This design comes from an exercise in tuning for small area on the open sky130 flow, not from production work. RTL that was checked went through simulation tests only; none was proved equivalent to the original. The flow treats the clock pin as an ideal source, which a real chip does not have.

Setup of the reference run:
## quant_mac_top
module quant_mac_top (
    input  wire         clk,
    input  wire         mode,
    input  wire [15:0]  value,
    input  wire [15:0]  weight,
    input  wire [27:0]  ints,
    input  wire [17:0]  fps,
    output reg  [27:0]  intr,
    output reg  [17:0]  fpr
);
reg         mode_q;
reg [15:0]  value_q, weight_q;
reg [27:0]  ints_q;
reg [17:0]  fps_q;
wire [27:0] intr_d;
wire [17:0] fpr_d;
always @(posedge clk) begin
    mode_q   <= mode;
    value_q  <= value;
    weight_q <= weight;
    ints_q   <= ints;
    fps_q    <= fps;
    intr     <= intr_d;
    fpr      <= fpr_d;
end
mac_ve5_1intmode u_mac (
    .mode   (mode_q),
    .value  (value_q),
    .weight (weight_q),
    .ints   (ints_q),
    .fps    (fps_q),
    .intr   (intr_d),
    .fpr    (fpr_d)
);
endmodule
For scale: ~960 cells after synthesis, about 0.010 mm^2 of cells after synthesis.
Settings: LEC_CHECK=0, CAP_MARGIN=20, CORE_MARGIN=2, CORE_UTILIZATION=75, PLACE_DENSITY=0.85, SLEW_MARGIN=20, SYNTH_HIERARCHICAL=1, SYNTH_MINIMUM_KEEP_SIZE=0; clock period 11.5 ns.
standard.sh (not shown) runs the stock make flow with config.mk's settings and CLKGATE_MAP_FILE= SYNTH_SCRIPT=/design/flow/synth_recipe.tcl, a recipe that flattens the netlist after the stock synthesis.
==> flow/flow/run.sh <==
#!/bin/bash
# Standard ORFS layout with area-oriented settings:
#  - placement not timing-driven (no speculative resizer buffering)
#  - before placement, synthesis buffers removed and combinational cells set
#    to their smallest size (flow/pre_gpl.tcl); the resizer upsizes where
#    timing needs it
#  - port buffers use the smallest buffer (buf_1) instead of the resizer's pick
#  - CTS with clkbuf_4 and no dummy loads; afterwards the clock of the fpr
#    registers is delayed by a buffer chain (flow/post_cts.tcl), skew for the
#    internal register-to-register paths; timing is repaired after global
#    routing
# make's full output goes to flow.log in this folder; ORFS keeps per-step logs
# under orfs/logs/.
set -euo pipefail
HERE=$(pwd)
export SKEW_CELLS="sky130_fd_sc_hd__clkdlybuf4s50_1 sky130_fd_sc_hd__clkbuf_4"
bash standard.sh \
  PRE_GLOBAL_PLACE_TCL="$HERE/flow/pre_gpl.tcl" \
  POST_CTS_TCL="$HERE/flow/post_cts.tcl" \
  SKIP_CTS_REPAIR_TIMING=1 \
  GPL_TIMING_DRIVEN=0 \
  BUFFER_PORTS_ARGS="-buffer_cell sky130_fd_sc_hd__buf_1" \
  CTS_ARGS="-sink_clustering_enable -repair_clock_nets -dont_use_dummy_load -buf_list sky130_fd_sc_hd__clkbuf_4 -sink_clustering_size 10 -sink_clustering_max_diameter 40" \
  finish > flow.log 2>&1
==> flow/flow/post_cts.tcl <==
# After CTS: delay the clock of the fpr output registers, which end the
# longest register-to-register paths (operand registers -> fp16 result).
# Each clock net that reaches fpr registers gets a short chain of clock
# buffers in front of those registers only.  This is skew for the internal
# paths: it leaves less time, not more, on the paths from these registers
# to the output ports.
set cells $::env(SKEW_CELLS)
set groups [dict create]
foreach inst [get_cells *] {
  set name [get_property $inst full_name]
  if {![string match "fpr*" $name]} { continue }
  set pin [get_pins -of_objects $inst -filter "direction == input"]
  set clk ""
  foreach p $pin {
    if {[get_property $p lib_pin_name] == "CLK"} { set clk $p }
  }
  if {$clk == ""} { continue }
  set net [get_nets -of_objects $clk]
  dict lappend groups [get_property $net full_name] $clk
}
set i 0
dict for {netname pins} $groups {
  set net $netname
  set k 0
  foreach cell $cells {
    set nn "skewnet_${i}_$k"
    insert_buffer -buffer_cell $cell -net [get_nets $net] -load_pins $pins -buffer_name "skewbuf_${i}_$k" -net_name $nn
    set net $nn
    incr k
  }
  puts "post_cts.tcl: group $i on $netname: [llength $pins] registers"
  incr i
}
global_connect
detailed_placement
estimate_parasitics -placement
report_clock_skew
==> flow/flow/pre_gpl.tcl <==
# Before global placement: remove the buffers synthesis left (the standard
# flow does this only in timing-driven placement mode), then set every combinational cell to its smallest
# drive strength (synthesis maps the one-gate modules in isolation and
# often picks larger sizes); the resizer upsizes where timing needs it.
remove_buffers
set n 0
foreach inst [get_cells *] {
  set ref [get_property $inst ref_name]
  if {[regexp {^(sky130_fd_sc_hd__[a-z0-9]+)_([0-9]+)$} $ref -> base size]} {
    if {$size <= 1} { continue }
    if {[regexp {dfxtp|dfrtp|clkbuf|clkinv|conb|tap|fill|decap|dlygate|clkdly} $base]} { continue }
    set target "${base}_1"
    if {[llength [get_lib_cells -quiet */$target]] == 0} { continue }
    replace_cell [get_property $inst full_name] $target
    incr n
  }
}
puts "pre_gpl.tcl: downsized $n cells"
| the reference run | all stages done | FAIL | hold timing |
Input changes introduced in the trial run (baseline for comparison: the reference run):
==> flow/flow/run.sh <==
#!/bin/bash
# Standard ORFS layout with area-oriented settings:
#  - before placement, combinational cells are set to their smallest size
#    (flow/pre_gpl.tcl); the resizer upsizes where timing needs it
#  - port buffers use the smallest buffer (buf_1) instead of the resizer's pick
#  - CTS with clkbuf_4 and no dummy loads
# make's full output goes to flow.log in this folder; ORFS keeps per-step logs
# under orfs/logs/.
set -euo pipefail
HERE=$(pwd)
bash standard.sh \
  PRE_GLOBAL_PLACE_TCL="$HERE/flow/pre_gpl.tcl" \
  BUFFER_PORTS_ARGS="-buffer_cell sky130_fd_sc_hd__buf_1" \
  CTS_ARGS="-sink_clustering_enable -repair_clock_nets -dont_use_dummy_load -buf_list sky130_fd_sc_hd__clkbuf_4 -sink_clustering_size 10 -sink_clustering_max_diameter 40" \
  finish > flow.log 2>&1
diff --git a/flow/flow/pre_gpl.tcl b/flow/flow/pre_gpl.tcl
--- a/flow/flow/pre_gpl.tcl
+++ b/flow/flow/pre_gpl.tcl
@@ -1,7 +1,5 @@
-# Before global placement: remove the buffers synthesis left (the standard
-# flow does this only in timing-driven placement mode), then set every combinational cell to its smallest
+# Before global placement: set every combinational cell to its smallest
 # drive strength (synthesis maps the one-gate modules in isolation and
 # often picks larger sizes); the resizer upsizes where timing needs it.
-remove_buffers
 set n 0
 foreach inst [get_cells *] {
removed: flow/flow/post_cts.tcl
Notes after the runs:
The trial run: done, clean on timing, DRC and antenna. Looking at number of search-and-repair iterations in the first detailed-routing pass, the trial run sits above the reference run. Maximum achievable frequency delta (the trial run -> the reference run): insignificant.
No run of this note included a check of the RTL's function; only the layout flow was run.

========
Another version of the RTL of quant_mac_top (not shown whole).
Size: about 970 cells after synthesis, ~130 flip-flops, ~130 I/O pins, ~0.010 mm2 of cells after synthesis.
clock: 11.5 ns
lec_check: 0
cap_margin: 20
core_margin: 2
core_utilization: 75
gpl_routability_driven: 0
place_density: 0.85
slew_margin: 20
synth_hierarchical: 1
synth_minimum_keep_size: 0
==> flow/flow/run.sh <==
#!/bin/bash
# Standard ORFS layout with area-oriented settings:
#  - before placement, combinational cells are set to their smallest size
#    (flow/pre_gpl.tcl); the resizer upsizes where timing needs it
#  - port buffers use the smallest buffer (buf_1) instead of the resizer's pick
#  - CTS with clkbuf_4 and no dummy loads
# make's full output goes to flow.log in this folder; ORFS keeps per-step logs
# under orfs/logs/.
set -euo pipefail
HERE=$(pwd)
bash standard.sh \
  PRE_GLOBAL_PLACE_TCL="$HERE/flow/pre_gpl.tcl" \
  BUFFER_PORTS_ARGS="-buffer_cell sky130_fd_sc_hd__buf_1" \
  CTS_ARGS="-sink_clustering_enable -repair_clock_nets -dont_use_dummy_load -buf_list sky130_fd_sc_hd__clkbuf_4 -sink_clustering_size 10 -sink_clustering_max_diameter 40" \
  finish > flow.log 2>&1
==> flow/flow/pre_gpl.tcl <==
# Before global placement: set every combinational cell to its smallest
# drive strength (synthesis maps the one-gate modules in isolation and
# often picks larger sizes); the resizer upsizes where timing needs it.
set n 0
foreach inst [get_cells *] {
  set ref [get_property $inst ref_name]
  if {[regexp {^(sky130_fd_sc_hd__[a-z0-9]+)_([0-9]+)$} $ref -> base size]} {
    if {$size <= 1} { continue }
    if {[regexp {dfxtp|dfrtp|clkbuf|clkinv|conb|tap|fill|decap|dlygate|clkdly} $base]} { continue }
    set target "${base}_1"
    if {[llength [get_lib_cells -quiet */$target]] == 0} { continue }
    replace_cell [get_property $inst full_name] $target
    incr n
  }
}
puts "pre_gpl.tcl: downsized $n cells"
Then changed:
- CORE_UTILIZATION: 75 -> 80
- GPL_ROUTABILITY_DRIVEN: 0 -> unset
- PLACE_DENSITY: 0.85 -> 0.9
=>
- cell count stays flat
- non-clock buffer count grows by 8
- wire length climbs by 7.8%
- setup slack degrades by 300 ps
- clock skew went down by 7.5 ps
- worst hold slack is worse by 7.1 ps
- final area went up by 1.3%
Then changed:
- CORE_UTILIZATION: 80 -> 75
- PLACE_DENSITY: 0.9 -> 0.85
The new run completed with no timing, DRC or antenna violations.
Core utilization decreases by 7.8 points.
First-iteration DRC count decreases by 10%.
Count of clock-buffer cells in the layout stays the same.
Synthesized area does not change.
Cell area decreases by 1.2%.
Wire length decreases by 4.9%.

========
== the baseline ==
quant_mac_top, a different RTL version from the one above (not shown whole).
Size in the first run: roughly 960 cells after synthesis, ~130 flip-flops, roughly 130 I/O pins, roughly 0.0099 sq mm of cells after synthesis.
export LEC_CHECK = 0
export CAP_MARGIN = 20
export CORE_MARGIN = 2
export CORE_UTILIZATION = 40
export SLEW_MARGIN = 20
export SYNTH_HIERARCHICAL = 1
export SYNTH_MINIMUM_KEEP_SIZE = 0
create_clock -name core_clock -period 11.5 [get_ports {clk}]
==> flow/flow/run.sh <==
#!/bin/bash
# Standard ORFS layout with area-oriented settings:
#  - before placement, combinational cells are set to their smallest size
#    (flow/pre_gpl.tcl); the resizer upsizes where timing needs it
#  - port buffers use the smallest buffer (buf_1) instead of the resizer's pick
#  - CTS with clkbuf_8 and no dummy loads
# make's full output goes to flow.log in this folder; ORFS keeps per-step logs
# under orfs/logs/.
set -euo pipefail
HERE=$(pwd)
bash standard.sh \
  PRE_GLOBAL_PLACE_TCL="$HERE/flow/pre_gpl.tcl" \
  BUFFER_PORTS_ARGS="-buffer_cell sky130_fd_sc_hd__buf_1" \
  CTS_ARGS="-sink_clustering_enable -repair_clock_nets -dont_use_dummy_load -buf_list sky130_fd_sc_hd__clkbuf_8 -sink_clustering_size 20" \
  finish > flow.log 2>&1
Scripts as last shown in full above: flow/flow/pre_gpl.tcl
> inputs changed (the baseline -> the candidate)
--- a/flow/flow/run.sh
+++ b/flow/flow/run.sh
@@ -2,3 +2,4 @@
 # Standard ORFS layout with area-oriented settings:
-#  - before placement, combinational cells are set to their smallest size
+#  - placement not timing-driven (no speculative resizer buffering)
+#  - before placement, synthesis buffers removed and combinational cells are set to their smallest size
 #    (flow/pre_gpl.tcl); the resizer upsizes where timing needs it
@@ -12,2 +13,3 @@
   PRE_GLOBAL_PLACE_TCL="$HERE/flow/pre_gpl.tcl" \
+  GPL_TIMING_DRIVEN=0 \
   BUFFER_PORTS_ARGS="-buffer_cell sky130_fd_sc_hd__buf_1" \
--- a/flow/flow/pre_gpl.tcl
+++ b/flow/flow/pre_gpl.tcl
@@ -1,4 +1,6 @@
-# Before global placement: set every combinational cell to its smallest
+# Before global placement: remove the buffers synthesis left (the standard
+# flow does this only in timing-driven placement mode), then set every combinational cell to its smallest
 # drive strength (synthesis maps the one-gate modules in isolation and
 # often picks larger sizes); the resizer upsizes where timing needs it.
+remove_buffers
 set n 0
Notes after the runs:
The candidate packs its core more tightly than the baseline. The baseline has higher number of standard cells in the layout, taps in and fillers out than the candidate. The candidate vs the baseline: met2 demand-to-capacity share in global routing down in the candidate. On minimum clock period after layout, the baseline beats the candidate. | setup clock skew after layout | the candidate vs the baseline | better |.

==> port drivers added, routing unchanged <==
How much do the figures lean on ideal ports? The routed layouts below were timed once more, with nothing changed but the port constraints. Step 1: set_driving_cell puts a clkbuf_16 on clk and a buf_2 on each other input, an assumption about the parent block. Step 2, shift: input delay + t, output delay - t, t = (earliest + latest rising clock arrival at the registers) / 2. This alone moves slack from input paths to output paths. Slacks: ideal / step 1 / step 2; pairs: ideal / step 1.
run	t (ns)	slack for setup (ns)	hold WS [ns]	latest minus earliest clock arrival (ns)	worst data-port slew with drivers (ns)
the reference run	0.842	0.803 / 0.803 / 0.803	-0.002 / -0.002 / -0.002	0.630 / 0.631	0.05
the trial run	0.560	0.776 / 0.776 / 0.776	0.427 / 0.427 / 0.427	0.050 / 0.050	0.05
the first run of note 2	0.566	0.720 / 0.720 / 0.720	0.441 / 0.441 / 0.441	0.047 / 0.048	0.06
the second run of note 2	0.585	0.422 / 0.422 / 0.422	0.434 / 0.434 / 0.434	0.046 / 0.046	0.06
the third run of note 2	0.581	0.653 / 0.653 / 0.653	0.451 / 0.451 / 0.451	0.051 / 0.051	0.06
the baseline	0.485	0.736 / 0.736 / 0.736	0.429 / 0.429 / 0.429	0.034 / 0.034	0.05
the candidate	0.484	0.610 / 0.610 / 0.610	0.436 / 0.436 / 0.436	0.024 / 0.024	0.04
Clock arrivals are far apart in the reference run, so t is only a midpoint there and step 2 fits no single register.
